Context: an optimization exercise on an open-source flow, tuned for small area and a short achievable clock period. The choices shown serve that exercise and are no tape-out recipe. At most, simulation tests tie the RTL to the original design; equivalence was not proved. No driver is modelled on the clock port, so clocking that relies on it looks cheaper here than on a real chip. Power is estimated from default activity; no workload was simulated.

==> 03-27: inputs <==
==> flow/design.v (excerpt) <==
module ALU(
    input [31:0] rs1,
    input [31:0] rs2,
    input clk,
    input [3:0] sel,
    output reg [31:0] out
);
==> flow/config.mk <==
export PLATFORM = sky130hd
export DESIGN_NAME = ALU
export DESIGN_NICKNAME = ALU
export VERILOG_FILES = /design/flow/design.v
export SDC_FILE = /design/flow/constraint.sdc
export NUM_CORES = 4
export LEC_CHECK = 0
export CAP_MARGIN = 20
export CORE_MARGIN = 2
export CORE_UTILIZATION = 40
export SETUP_SLACK_MARGIN = 1.65
export SLEW_MARGIN = 20
export SYNTH_HIERARCHICAL = 1
==> flow/constraint.sdc <==
create_clock -name core_clock -period 5.0 [get_ports {clk}]
set_input_delay 1.0000 -clock core_clock [delete_from_list [all_inputs] [get_ports {clk}]]
set_output_delay 1.0000 -clock core_clock [all_outputs]
set_load 0.01 [all_outputs]
standard.sh (not shown) runs the stock make flow with config.mk's settings and CLKGATE_MAP_FILE= SYNTH_SCRIPT=/design/flow/synth_recipe.tcl, a recipe that flattens the netlist after the stock synthesis.
==> flow/flow/run.sh <==
#!/bin/bash
# Standard layout with two changes: plain buf_1 cells as the port buffers, and
# every synthesized cell swapped for its smallest size before placement (the
# resizer sizes up again where needed).
set -euo pipefail
export BUFFER_PORTS_ARGS="-buffer_cell sky130_fd_sc_hd__buf_1"
export POST_FLOORPLAN_TCL="$PWD/flow/downsize.tcl"
bash standard.sh finish > make_finish.log 2>&1
==> flow/flow/downsize.tcl <==
# Swap every cell for the smallest cell of the same function (the same name
# without its drive-strength suffix); the resizer's repair steps that follow
# size up again where slew, capacitance or timing need it.
set dont_use [split $::env(DONT_USE_CELLS)]
set smallest [dict create]
foreach lc [get_lib_cells sky130_fd_sc_hd__*] {
  set n [get_name $lc]
  if {[lsearch -exact $dont_use $n] >= 0} { continue }
  if {![regexp {^(.+)_([0-9]+)$} $n -> fam drv]} { continue }
  set a [get_property $lc area]
  if {![dict exists $smallest $fam] || $a < [lindex [dict get $smallest $fam] 1]} {
    dict set smallest $fam [list $n $a]
  }
}
set count 0
foreach inst [get_cells *] {
  set lc [get_lib_cells -of_objects $inst]
  set n [get_name $lc]
  if {![regexp {^(.+)_([0-9]+)$} $n -> fam drv]} { continue }
  if {![dict exists $smallest $fam]} { continue }
  lassign [dict get $smallest $fam] best a
  if {$best ne $n && $a < [get_property $lc area]} {
    replace_cell $inst $best
    incr count
  }
}
puts "downsize.tcl: replaced $count cells"
==> 09-14: changes against 03-27 <==
==> flow/flow/run.sh (replaced) <==
#!/bin/bash
# Standard layout with three changes: plain buf_1 cells as the port buffers;
# every synthesized cell swapped for its smallest size before placement (the
# resizer sizes up again where needed); and after clock tree synthesis, cells
# the timing repair sized up are sized down again wherever the worst setup
# slack stays at the repair's target (SETUP_SLACK_MARGIN).
set -euo pipefail
export BUFFER_PORTS_ARGS="-buffer_cell sky130_fd_sc_hd__buf_1"
export POST_FLOORPLAN_TCL="$PWD/flow/downsize.tcl"
export POST_CTS_TCL="$PWD/flow/recover.tcl"
bash standard.sh finish > make_finish.log 2>&1
==> flow/flow/recover.tcl (new file) <==
# Area recovery: swap cells for smaller sizes of the same function wherever
# the worst setup slack stays at or above the target.
set ar_period $::env(FLOW_PERIOD_NS)
proc ar_wns {} {
  estimate_parasitics -placement
  return [expr {[sta::worst_slack_cmd max] * 1e9}]
}
proc ar_run {target {product 0}} {
  set fam [dict create]
  foreach lc [get_lib_cells sky130_fd_sc_hd__*] {
    if {[get_property $lc dont_use]} { continue }
    set n [get_name $lc]
    if {![regexp {^(.+)_([0-9]+)$} $n -> f d]} { continue }
    dict lappend fam $f [list $n [get_property $lc area]]
  }
  set wns [ar_wns]
  if {$wns < $target} { set target $wns }
  set a0 [expr {[rsz::design_area] * 1e12}]
  set tried 0
  set kept 0
  set best [expr {$a0 * ($::ar_period - $wns)}]
  foreach inst [get_cells *] {
    set name [get_full_name $inst]
    if {[string match clkbuf_* $name] || [string match clkload* $name]} { continue }
    set lc [get_lib_cells -of_objects $inst]
    if {$lc eq "" || $lc eq "NULL"} { continue }
    set cur [get_name $lc]
    if {![regexp {^(.+)_([0-9]+)$} $cur -> f d]} { continue }
    if {![dict exists $fam $f]} { continue }
    set area [get_property $lc area]
    set smaller {}
    foreach x [dict get $fam $f] { if {[lindex $x 1] < $area} { lappend smaller $x } }
    set smaller [lsort -real -decreasing -index 1 $smaller]
    foreach x $smaller {
      incr tried
      replace_cell $inst [lindex $x 0]
      set w [ar_wns]
      if {$product} {
        set s [expr {[rsz::design_area] * 1e12 * ($::ar_period - $w)}]
        set ok [expr {$s < $best}]
      } else {
        set ok [expr {$w >= $target}]
      }
      if {$ok} {
        if {$product} { set best $s }
        set cur [lindex $x 0]
        incr kept
      } else {
        replace_cell $inst $cur
        break
      }
    }
  }
  set w [ar_wns]
  puts [format "recover.tcl: %d tried, %d kept; area %.1f -> %.1f, wns %.3f (target %.3f)" \
          $tried $kept $a0 [expr {[rsz::design_area] * 1e12}] $w $target]
}
ar_run $::env(SETUP_SLACK_MARGIN)
Settings changed: SETUP_SLACK_MARGIN 1.65 to 1.5.
==> 06-01: changes against 03-27 <==
Settings changed: SETUP_SLACK_MARGIN 1.65 to 1.3.
==> summary of the runs <==
09-14 aborted during clock tree synthesis (4_1_cts). 03-27 ran to the end with no violations. 06-01 went through all stages and came out clean. Flip-flop and latch count is the same in 06-01 and 03-27. In clock skew, 03-27 and 06-01 do not differ. In synthesized cell count, 03-27 and 06-01 do not differ. Between 06-01 and 03-27, the lower worst setup slack is in 06-01 (gap 0.28 ns). Sequential power is about the same in 06-01 and 03-27. Between 03-27 and 06-01, the lower final area is in 06-01 (gap 7.4%, measured against 06-01).

========
==> inputs of trial 61 <==
==> flow/design.v <==
module alu_aoi22(input a1, input a2, input b1, input b2, output y);
    assign y = ~((a1 & a2) | (b1 & b2));
endmodule
module alu_aoi222(input a1, input a2, input b1, input b2, input c1, input c2, output y);
    assign y = ~((a1 & a2) | (b1 & b2) | (c1 & c2));
endmodule
module alu_nand2(input a, input b, output y);
    assign y = ~(a & b);
endmodule
module alu_nand3(input a, input b, input c, output y);
    assign y = ~(a & b & c);
endmodule
module ALU(
    input [31:0] rs1,
    input [31:0] rs2,
    input clk,
    input [3:0] sel,
    output reg [31:0] out
);
    wire sub   = ~sel[3] & ~sel[2] & (sel[1] | sel[0]);    
    wire m_s   = ~sel[3] & ~sel[2] & ~sel[1];              
    wire m_c   = ~sel[3] & ~sel[2] &  sel[1];              
    wire m_g   = (sel == 4'd4) | (sel == 4'd5);            
    wire m_p   = (sel == 4'd5) | (sel == 4'd6);            
    wire m_l   = (sel == 4'd7);                            
    wire m_r   = (sel == 4'd8) | (sel == 4'd9);            
    wire m_h   = sel[3] & (sel[2] | sel[1]);               
    wire fill  = (sel == 4'd9) & rs1[31];
    wire fill_n = ~fill;
    wire rev   = m_l;
    wire rev_n = ~m_l;
    wire [4:0] sa   = rs2[4:0];
    wire [4:0] sa_n = ~rs2[4:0];
    wire [31:0] b = rs2 ^ {32{sub}};
    wire [31:0] p = rs1 ^ b;
    wire [31:0] g = rs1 & b;
    wire g0c = g[0] | (p[0] & sub);
    wire G0_1 = g[1] | (p[1] & g0c);
    wire G0_3 = g[3] | (p[3] & g[2]);
    wire P0_3 = p[3] & p[2];
    wire G0_5 = g[5] | (p[5] & g[4]);
    wire P0_5 = p[5] & p[4];
    wire G0_7 = g[7] | (p[7] & g[6]);
    wire P0_7 = p[7] & p[6];
    wire G0_9 = g[9] | (p[9] & g[8]);
    wire P0_9 = p[9] & p[8];
    wire G0_11 = g[11] | (p[11] & g[10]);
    wire P0_11 = p[11] & p[10];
    wire G0_13 = g[13] | (p[13] & g[12]);
    wire P0_13 = p[13] & p[12];
    wire G0_15 = g[15] | (p[15] & g[14]);
    wire P0_15 = p[15] & p[14];
    wire G0_17 = g[17] | (p[17] & g[16]);
    wire P0_17 = p[17] & p[16];
    wire G0_19 = g[19] | (p[19] & g[18]);
    wire P0_19 = p[19] & p[18];
    wire G0_21 = g[21] | (p[21] & g[20]);
    wire P0_21 = p[21] & p[20];
    wire G0_23 = g[23] | (p[23] & g[22]);
    wire P0_23 = p[23] & p[22];
    wire G0_25 = g[25] | (p[25] & g[24]);
    wire P0_25 = p[25] & p[24];
    wire G0_27 = g[27] | (p[27] & g[26]);
    wire P0_27 = p[27] & p[26];
    wire G0_29 = g[29] | (p[29] & g[28]);
    wire P0_29 = p[29] & p[28];
    wire G0_31 = g[31] | (p[31] & g[30]);
    wire P0_31 = p[31] & p[30];
    wire G1_2 = g[2] | (p[2] & G0_1);
    wire G1_3 = G0_3 | (P0_3 & G0_1);
    wire G1_6 = g[6] | (p[6] & G0_5);
    wire P1_6 = p[6] & P0_5;
    wire G1_7 = G0_7 | (P0_7 & G0_5);
    wire P1_7 = P0_7 & P0_5;
    wire G1_10 = g[10] | (p[10] & G0_9);
    wire P1_10 = p[10] & P0_9;
    wire G1_11 = G0_11 | (P0_11 & G0_9);
    wire P1_11 = P0_11 & P0_9;
    wire G1_14 = g[14] | (p[14] & G0_13);
    wire P1_14 = p[14] & P0_13;
    wire G1_15 = G0_15 | (P0_15 & G0_13);
    wire P1_15 = P0_15 & P0_13;
    wire G1_18 = g[18] | (p[18] & G0_17);
    wire P1_18 = p[18] & P0_17;
    wire G1_19 = G0_19 | (P0_19 & G0_17);
    wire P1_19 = P0_19 & P0_17;
    wire G1_22 = g[22] | (p[22] & G0_21);
    wire P1_22 = p[22] & P0_21;
    wire G1_23 = G0_23 | (P0_23 & G0_21);
    wire P1_23 = P0_23 & P0_21;
    wire G1_26 = g[26] | (p[26] & G0_25);
    wire P1_26 = p[26] & P0_25;
    wire G1_27 = G0_27 | (P0_27 & G0_25);
    wire P1_27 = P0_27 & P0_25;
    wire G1_30 = g[30] | (p[30] & G0_29);
    wire P1_30 = p[30] & P0_29;
    wire G1_31 = G0_31 | (P0_31 & G0_29);
    wire P1_31 = P0_31 & P0_29;
    wire G2_4 = g[4] | (p[4] & G1_3);
    wire G2_5 = G0_5 | (P0_5 & G1_3);
    wire G2_6 = G1_6 | (P1_6 & G1_3);
    wire G2_7 = G1_7 | (P1_7 & G1_3);
    wire G2_12 = g[12] | (p[12] & G1_11);
    wire P2_12 = p[12] & P1_11;
    wire G2_13 = G0_13 | (P0_13 & G1_11);
    wire P2_13 = P0_13 & P1_11;
    wire G2_14 = G1_14 | (P1_14 & G1_11);
    wire P2_14 = P1_14 & P1_11;
    wire G2_15 = G1_15 | (P1_15 & G1_11);
    wire P2_15 = P1_15 & P1_11;
    wire G2_20 = g[20] | (p[20] & G1_19);
    wire P2_20 = p[20] & P1_19;
    wire G2_21 = G0_21 | (P0_21 & G1_19);
    wire P2_21 = P0_21 & P1_19;
    wire G2_22 = G1_22 | (P1_22 & G1_19);
    wire P2_22 = P1_22 & P1_19;
    wire G2_23 = G1_23 | (P1_23 & G1_19);
    wire P2_23 = P1_23 & P1_19;
    wire G2_28 = g[28] | (p[28] & G1_27);
    wire P2_28 = p[28] & P1_27;
    wire G2_29 = G0_29 | (P0_29 & G1_27);
    wire P2_29 = P0_29 & P1_27;
    wire G2_30 = G1_30 | (P1_30 & G1_27);
    wire P2_30 = P1_30 & P1_27;
    wire G2_31 = G1_31 | (P1_31 & G1_27);
    wire P2_31 = P1_31 & P1_27;
    wire G3_8 = g[8] | (p[8] & G2_7);
    wire G3_9 = G0_9 | (P0_9 & G2_7);
    wire G3_10 = G1_10 | (P1_10 & G2_7);
    wire G3_11 = G1_11 | (P1_11 & G2_7);
    wire G3_12 = G2_12 | (P2_12 & G2_7);
    wire G3_13 = G2_13 | (P2_13 & G2_7);
    wire G3_14 = G2_14 | (P2_14 & G2_7);
    wire G3_15 = G2_15 | (P2_15 & G2_7);
    wire G3_24 = g[24] | (p[24] & G2_23);
    wire P3_24 = p[24] & P2_23;
    wire G3_25 = G0_25 | (P0_25 & G2_23);
    wire P3_25 = P0_25 & P2_23;
    wire G3_26 = G1_26 | (P1_26 & G2_23);
    wire P3_26 = P1_26 & P2_23;
    wire G3_27 = G1_27 | (P1_27 & G2_23);
    wire P3_27 = P1_27 & P2_23;
    wire G3_28 = G2_28 | (P2_28 & G2_23);
    wire P3_28 = P2_28 & P2_23;
    wire G3_29 = G2_29 | (P2_29 & G2_23);
    wire P3_29 = P2_29 & P2_23;
    wire G3_30 = G2_30 | (P2_30 & G2_23);
    wire P3_30 = P2_30 & P2_23;
    wire G3_31 = G2_31 | (P2_31 & G2_23);
    wire P3_31 = P2_31 & P2_23;
    wire G4_16 = g[16] | (p[16] & G3_15);
    wire G4_17 = G0_17 | (P0_17 & G3_15);
    wire G4_18 = G1_18 | (P1_18 & G3_15);
    wire G4_19 = G1_19 | (P1_19 & G3_15);
    wire G4_20 = G2_20 | (P2_20 & G3_15);
    wire G4_21 = G2_21 | (P2_21 & G3_15);
    wire G4_22 = G2_22 | (P2_22 & G3_15);
    wire G4_23 = G2_23 | (P2_23 & G3_15);
    wire G4_24 = G3_24 | (P3_24 & G3_15);
    wire G4_25 = G3_25 | (P3_25 & G3_15);
    wire G4_26 = G3_26 | (P3_26 & G3_15);
    wire G4_27 = G3_27 | (P3_27 & G3_15);
    wire G4_28 = G3_28 | (P3_28 & G3_15);
    wire G4_29 = G3_29 | (P3_29 & G3_15);
    wire G4_30 = G3_30 | (P3_30 & G3_15);
    wire G4_31 = G3_31 | (P3_31 & G3_15);
    wire [32:0] c;
    assign c[0] = sub;
    assign c[1] = g0c;
    assign c[2] = G0_1;
    assign c[3] = G1_2;
    assign c[4] = G1_3;
    assign c[5] = G2_4;
    assign c[6] = G2_5;
    assign c[7] = G2_6;
    assign c[8] = G2_7;
    assign c[9] = G3_8;
    assign c[10] = G3_9;
    assign c[11] = G3_10;
    assign c[12] = G3_11;
    assign c[13] = G3_12;
    assign c[14] = G3_13;
    assign c[15] = G3_14;
    assign c[16] = G3_15;
    assign c[17] = G4_16;
    assign c[18] = G4_17;
    assign c[19] = G4_18;
    assign c[20] = G4_19;
    assign c[21] = G4_20;
    assign c[22] = G4_21;
    assign c[23] = G4_22;
    assign c[24] = G4_23;
    assign c[25] = G4_24;
    assign c[26] = G4_25;
    assign c[27] = G4_26;
    assign c[28] = G4_27;
    assign c[29] = G4_28;
    assign c[30] = G4_29;
    assign c[31] = G4_30;
    assign c[32] = G4_31;
    wire [31:0] sum = p ^ c[31:0];
    wire cout = c[32];
    wire lt = (sel[0] | (rs1[31] == rs2[31])) ? ~cout : rs1[31];
    wire [31:0] x_n, s1, s2_n, s3, s4_n, sh;
    genvar i;
    generate for (i = 0; i < 32; i = i + 1) begin : shf
        alu_aoi22 u_rev (.a1(rev), .a2(rs1[31-i]), .b1(rev_n), .b2(rs1[i]), .y(x_n[i]));
        alu_aoi22 u_s1 (.a1(sa[0]), .a2(i + 1 < 32 ? x_n[(i + 1) % 32] : fill_n),
                        .b1(sa_n[0]), .b2(x_n[i]), .y(s1[i]));
        alu_aoi22 u_s2 (.a1(sa[1]), .a2(i + 2 < 32 ? s1[(i + 2) % 32] : fill),
                        .b1(sa_n[1]), .b2(s1[i]), .y(s2_n[i]));
        alu_aoi22 u_s3 (.a1(sa[2]), .a2(i + 4 < 32 ? s2_n[(i + 4) % 32] : fill_n),
                        .b1(sa_n[2]), .b2(s2_n[i]), .y(s3[i]));
        alu_aoi22 u_s4 (.a1(sa[3]), .a2(i + 8 < 32 ? s3[(i + 8) % 32] : fill),
                        .b1(sa_n[3]), .b2(s3[i]), .y(s4_n[i]));
        alu_aoi22 u_s5 (.a1(sa[4]), .a2(i + 16 < 32 ? s4_n[(i + 16) % 32] : fill_n),
                        .b1(sa_n[4]), .b2(s4_n[i]), .y(sh[i]));
    end endgenerate
    wire [31:0] ra_n, rb_n, nxt;
    wire lt_n;
    alu_nand2 u_lt (.a(m_c), .b(lt), .y(lt_n));
    generate for (i = 0; i < 32; i = i + 1) begin : res
        alu_aoi222 u_a (.a1(m_s), .a2(sum[i]), .b1(m_r), .b2(sh[i]), .c1(m_l), .c2(sh[31-i]), .y(ra_n[i]));
        alu_aoi222 u_b (.a1(m_g), .a2(g[i]), .b1(m_p), .b2(p[i]), .c1(m_h), .c2(out[i]), .y(rb_n[i]));
        if (i == 0) begin : b0
            alu_nand3 u_o (.a(ra_n[i]), .b(rb_n[i]), .c(lt_n), .y(nxt[i]));
        end else begin : bn
            alu_nand2 u_o (.a(ra_n[i]), .b(rb_n[i]), .y(nxt[i]));
        end
    end endgenerate
    always @(posedge clk)
        out <= nxt;
endmodule
==> flow/flow/run.sh <==
#!/bin/bash
# Standard layout with two changes: plain buf_1 cells as the port buffers, and
# every synthesized cell swapped for its smallest size before placement (the
# resizer sizes up again where needed).
set -euo pipefail
export BUFFER_PORTS_ARGS="-buffer_cell sky130_fd_sc_hd__buf_1"
export POST_FLOORPLAN_TCL="$PWD/flow/downsize.tcl"
bash standard.sh finish > make_finish.log 2>&1
==> flow/flow/downsize.tcl <==
# Swap every cell for the smallest cell of the same function (the same name
# without its drive-strength suffix); the resizer's repair steps that follow
# size up again where slew, capacitance or timing need it.
set dont_use [split $::env(DONT_USE_CELLS)]
set smallest [dict create]
foreach lc [get_lib_cells sky130_fd_sc_hd__*] {
  set n [get_name $lc]
  if {[lsearch -exact $dont_use $n] >= 0} { continue }
  if {![regexp {^(.+)_([0-9]+)$} $n -> fam drv]} { continue }
  set a [get_property $lc area]
  if {![dict exists $smallest $fam] || $a < [lindex [dict get $smallest $fam] 1]} {
    dict set smallest $fam [list $n $a]
  }
}
set count 0
foreach inst [get_cells *] {
  set lc [get_lib_cells -of_objects $inst]
  set n [get_name $lc]
  if {![regexp {^(.+)_([0-9]+)$} $n -> fam drv]} { continue }
  if {![dict exists $smallest $fam]} { continue }
  lassign [dict get $smallest $fam] best a
  if {$best ne $n && $a < [get_property $lc area]} {
    replace_cell $inst $best
    incr count
  }
}
puts "downsize.tcl: replaced $count cells"
==> flow/standard.sh <==
#!/bin/bash
# synth_recipe.tcl (not shown) runs the flow's synth.tcl, then flattens the netlist and writes it again
# the make line also repeats each setting of config.mk as NAME=value (left out here)
make -C /OpenROAD-flow-scripts/flow DESIGN_CONFIG=/design/flow/config.mk WORK_HOME=/design/flow/orfs CLKGATE_MAP_FILE= SYNTH_SCRIPT=/design/flow/synth_recipe.tcl "${@:-finish}"
==> flow/config.mk <==
export PLATFORM = sky130hd
export DESIGN_NAME = ALU
export DESIGN_NICKNAME = ALU
export VERILOG_FILES = /design/flow/design.v
export SDC_FILE = /design/flow/constraint.sdc
export NUM_CORES = 4
export LEC_CHECK = 0
export CAP_MARGIN = 20
export CORE_MARGIN = 2
export CORE_UTILIZATION = 40
export SLEW_MARGIN = 20
export SYNTH_HIERARCHICAL = 1
==> flow/constraint.sdc <==
create_clock -name core_clock -period 5.0 [get_ports {clk}]
set_input_delay 1.0000 -clock core_clock [delete_from_list [all_inputs] [get_ports {clk}]]
set_output_delay 1.0000 -clock core_clock [all_outputs]
set_load 0.01 [all_outputs]
==> trial 8 (differences from trial 61) <==
--- a/flow/design.v
+++ b/flow/design.v
@@ -1,14 +1,2 @@
-module alu_aoi22(input a1, input a2, input b1, input b2, output y);
-    assign y = ~((a1 & a2) | (b1 & b2));
-endmodule
-module alu_aoi222(input a1, input a2, input b1, input b2, input c1, input c2, output y);
-    assign y = ~((a1 & a2) | (b1 & b2) | (c1 & c2));
-endmodule
-module alu_nand2(input a, input b, output y);
-    assign y = ~(a & b);
-endmodule
-module alu_nand3(input a, input b, input c, output y);
-    assign y = ~(a & b & c);
-endmodule
 module ALU(
     input [31:0] rs1,
@@ -19,17 +7,14 @@
 );
     wire sub   = ~sel[3] & ~sel[2] & (sel[1] | sel[0]);    
-    wire m_s   = ~sel[3] & ~sel[2] & ~sel[1];              
-    wire m_c   = ~sel[3] & ~sel[2] &  sel[1];              
-    wire m_g   = (sel == 4'd4) | (sel == 4'd5);            
-    wire m_p   = (sel == 4'd5) | (sel == 4'd6);            
-    wire m_l   = (sel == 4'd7);                            
-    wire m_r   = (sel == 4'd8) | (sel == 4'd9);            
-    wire m_h   = sel[3] & (sel[2] | sel[1]);               
-    wire fill  = (sel == 4'd9) & rs1[31];
-    wire fill_n = ~fill;
-    wire rev   = m_l;
-    wire rev_n = ~m_l;
-    wire [4:0] sa   = rs2[4:0];
-    wire [4:0] sa_n = ~rs2[4:0];
+    wire op_as = ~sel[3] & ~sel[2] & ~sel[1];              
+    wire op_slt  = (sel == 4'd2);
+    wire op_sltu = (sel == 4'd3);
+    wire op_and = (sel == 4'd4);
+    wire op_or  = (sel == 4'd5);
+    wire op_xor = (sel == 4'd6);
+    wire op_sll = (sel == 4'd7);
+    wire op_srx = (sel == 4'd8) | (sel == 4'd9);
+    wire op_sra = (sel == 4'd9);
+    wire hold   = sel[3] & (sel[2] | sel[1]);               
     wire [31:0] b = rs2 ^ {32{sub}};
     wire [31:0] p = rs1 ^ b;
@@ -201,33 +186,25 @@
     wire [31:0] sum = p ^ c[31:0];
     wire cout = c[32];
-    wire lt = (sel[0] | (rs1[31] == rs2[31])) ? ~cout : rs1[31];
-    wire [31:0] x_n, s1, s2_n, s3, s4_n, sh;
-    genvar i;
-    generate for (i = 0; i < 32; i = i + 1) begin : shf
-        alu_aoi22 u_rev (.a1(rev), .a2(rs1[31-i]), .b1(rev_n), .b2(rs1[i]), .y(x_n[i]));
-        alu_aoi22 u_s1 (.a1(sa[0]), .a2(i + 1 < 32 ? x_n[(i + 1) % 32] : fill_n),
-                        .b1(sa_n[0]), .b2(x_n[i]), .y(s1[i]));
-        alu_aoi22 u_s2 (.a1(sa[1]), .a2(i + 2 < 32 ? s1[(i + 2) % 32] : fill),
-                        .b1(sa_n[1]), .b2(s1[i]), .y(s2_n[i]));
-        alu_aoi22 u_s3 (.a1(sa[2]), .a2(i + 4 < 32 ? s2_n[(i + 4) % 32] : fill_n),
-                        .b1(sa_n[2]), .b2(s2_n[i]), .y(s3[i]));
-        alu_aoi22 u_s4 (.a1(sa[3]), .a2(i + 8 < 32 ? s3[(i + 8) % 32] : fill),
-                        .b1(sa_n[3]), .b2(s3[i]), .y(s4_n[i]));
-        alu_aoi22 u_s5 (.a1(sa[4]), .a2(i + 16 < 32 ? s4_n[(i + 16) % 32] : fill_n),
-                        .b1(sa_n[4]), .b2(s4_n[i]), .y(sh[i]));
+    wire ltu = ~cout;
+    wire lt  = (rs1[31] ^ rs2[31]) ? rs1[31] : sum[31];
+    wire [31:0] x;
+    genvar k;
+    generate for (k = 0; k < 32; k = k + 1) begin : rev
+        assign x[k] = op_sll ? rs1[31-k] : rs1[k];
     end endgenerate
-    wire [31:0] ra_n, rb_n, nxt;
-    wire lt_n;
-    alu_nand2 u_lt (.a(m_c), .b(lt), .y(lt_n));
-    generate for (i = 0; i < 32; i = i + 1) begin : res
-        alu_aoi222 u_a (.a1(m_s), .a2(sum[i]), .b1(m_r), .b2(sh[i]), .c1(m_l), .c2(sh[31-i]), .y(ra_n[i]));
-        alu_aoi222 u_b (.a1(m_g), .a2(g[i]), .b1(m_p), .b2(p[i]), .c1(m_h), .c2(out[i]), .y(rb_n[i]));
-        if (i == 0) begin : b0
-            alu_nand3 u_o (.a(ra_n[i]), .b(rb_n[i]), .c(lt_n), .y(nxt[i]));
-        end else begin : bn
-            alu_nand2 u_o (.a(ra_n[i]), .b(rb_n[i]), .y(nxt[i]));
-        end
+    wire fill = op_sra & rs1[31];
+    wire [31:0] s1 = rs2[0] ? {fill, x[31:1]} : x;
+    wire [31:0] s2 = rs2[1] ? {{2{fill}}, s1[31:2]} : s1;
+    wire [31:0] s3 = rs2[2] ? {{4{fill}}, s2[31:4]} : s2;
+    wire [31:0] s4 = rs2[3] ? {{8{fill}}, s3[31:8]} : s3;
+    wire [31:0] sh = rs2[4] ? {{16{fill}}, s4[31:16]} : s4;
+    wire [31:0] shl;
+    generate for (k = 0; k < 32; k = k + 1) begin : rev2
+        assign shl[k] = sh[31-k];
     end endgenerate
+    wire [31:0] nxt = ({32{op_as}} & sum) | ({32{op_and | op_or}} & g) | ({32{op_or | op_xor}} & p)
+                    | ({32{op_srx}} & sh) | ({32{op_sll}} & shl)
+                    | {31'd0, (op_slt & lt) | (op_sltu & ltu)};
     always @(posedge clk)
-        out <= nxt;
+        if (!hold) out <= nxt;
 endmodule
==> flow/run.sh (new file) <==
#!/bin/bash
# synth_recipe.tcl (not shown) runs the flow's synth.tcl, then flattens the netlist and writes it again
# the make line also repeats each setting of config.mk as NAME=value (left out here)
make -C /OpenROAD-flow-scripts/flow DESIGN_CONFIG=/design/flow/config.mk WORK_HOME=/design/flow/orfs CLKGATE_MAP_FILE= SYNTH_SCRIPT=/design/flow/synth_recipe.tcl finish
SYNTH_HIERARCHICAL = unset   (was 1)
removed: flow/flow/run.sh
removed: flow/flow/downsize.tcl
removed: flow/standard.sh
==> reports/metrics.csv <==
metric,value,unit
worst-path-buf-inv,1,
status,"complete, no violations",
seqPwrFrac,23.9,%
grt_use_met2,50.1,%
arrival,4760,ps
firstDrtPassIters,8,
max_freq,0.210,GHz
pwr-share-clk,19.1,%
die_area,15100,um^2
placed_cell_area,6930,um^2
nNetsFinal,813,
Source of the figures above: trial 8

==> reports/metrics.csv <==
metric,value,unit
max_freq,0.210,GHz
placed_cell_area,5580,um^2
status,"complete, no violations",
arrival,4940,ps
dominant_cells,multi-input combinational cells,
pre_cts_ws,-250,ps
seqPwrFrac,23.5,%
die_w,124,um
ff2ff_setup_slack,4140,ps
worst-path-buf-inv,4,
fillCellCount,1481,
multi_input_gates,512,
avgViaCountPerCell,6.91,
Source of the figures above: trial 61

Function was not checked in any run of this note: the RTL went through the layout flow alone.

[what the ideal ports hide]
The flow's constraints put no driver on any port. The routed layouts listed below were extracted and timed again, unchanged, in two steps. Step 1 (the two cells are an assumption about what drives the block):
set clk [get_ports {clk}]
set_driving_cell -lib_cell sky130_fd_sc_hd__clkbuf_16 $clk
set_driving_cell -lib_cell sky130_fd_sc_hd__buf_2 [delete_from_list [all_inputs] $clk]
Step 2 times the ports against the registers' clock, not the clock port: input delays grow and output delays shrink by t, the midpoint of the rising clock arrivals with the driver on. Slacks: ideal / step 1 / step 2; pairs: ideal / step 1.
run | t (ns) | setup WS [ns] | worst setup path at the end | worst register clock-pin slew, ns
03-27 | 0.317 | 1.694 / 1.698 / 1.382 | input to register | 0.06 / 0.06
06-01 | 0.322 | 1.411 / 1.426 / 1.104 | input to register | 0.06 / 0.06
trial 61 | 0.328 | 0.232 / 0.248 / -0.080 | input to register | 0.06 / 0.06
trial 8 | 0.312 | 0.237 / 0.253 / -0.060 | input to register | 0.06 / 0.06
With both steps, setup timing fails in trial 61 and trial 8, where it was met with ideal ports.
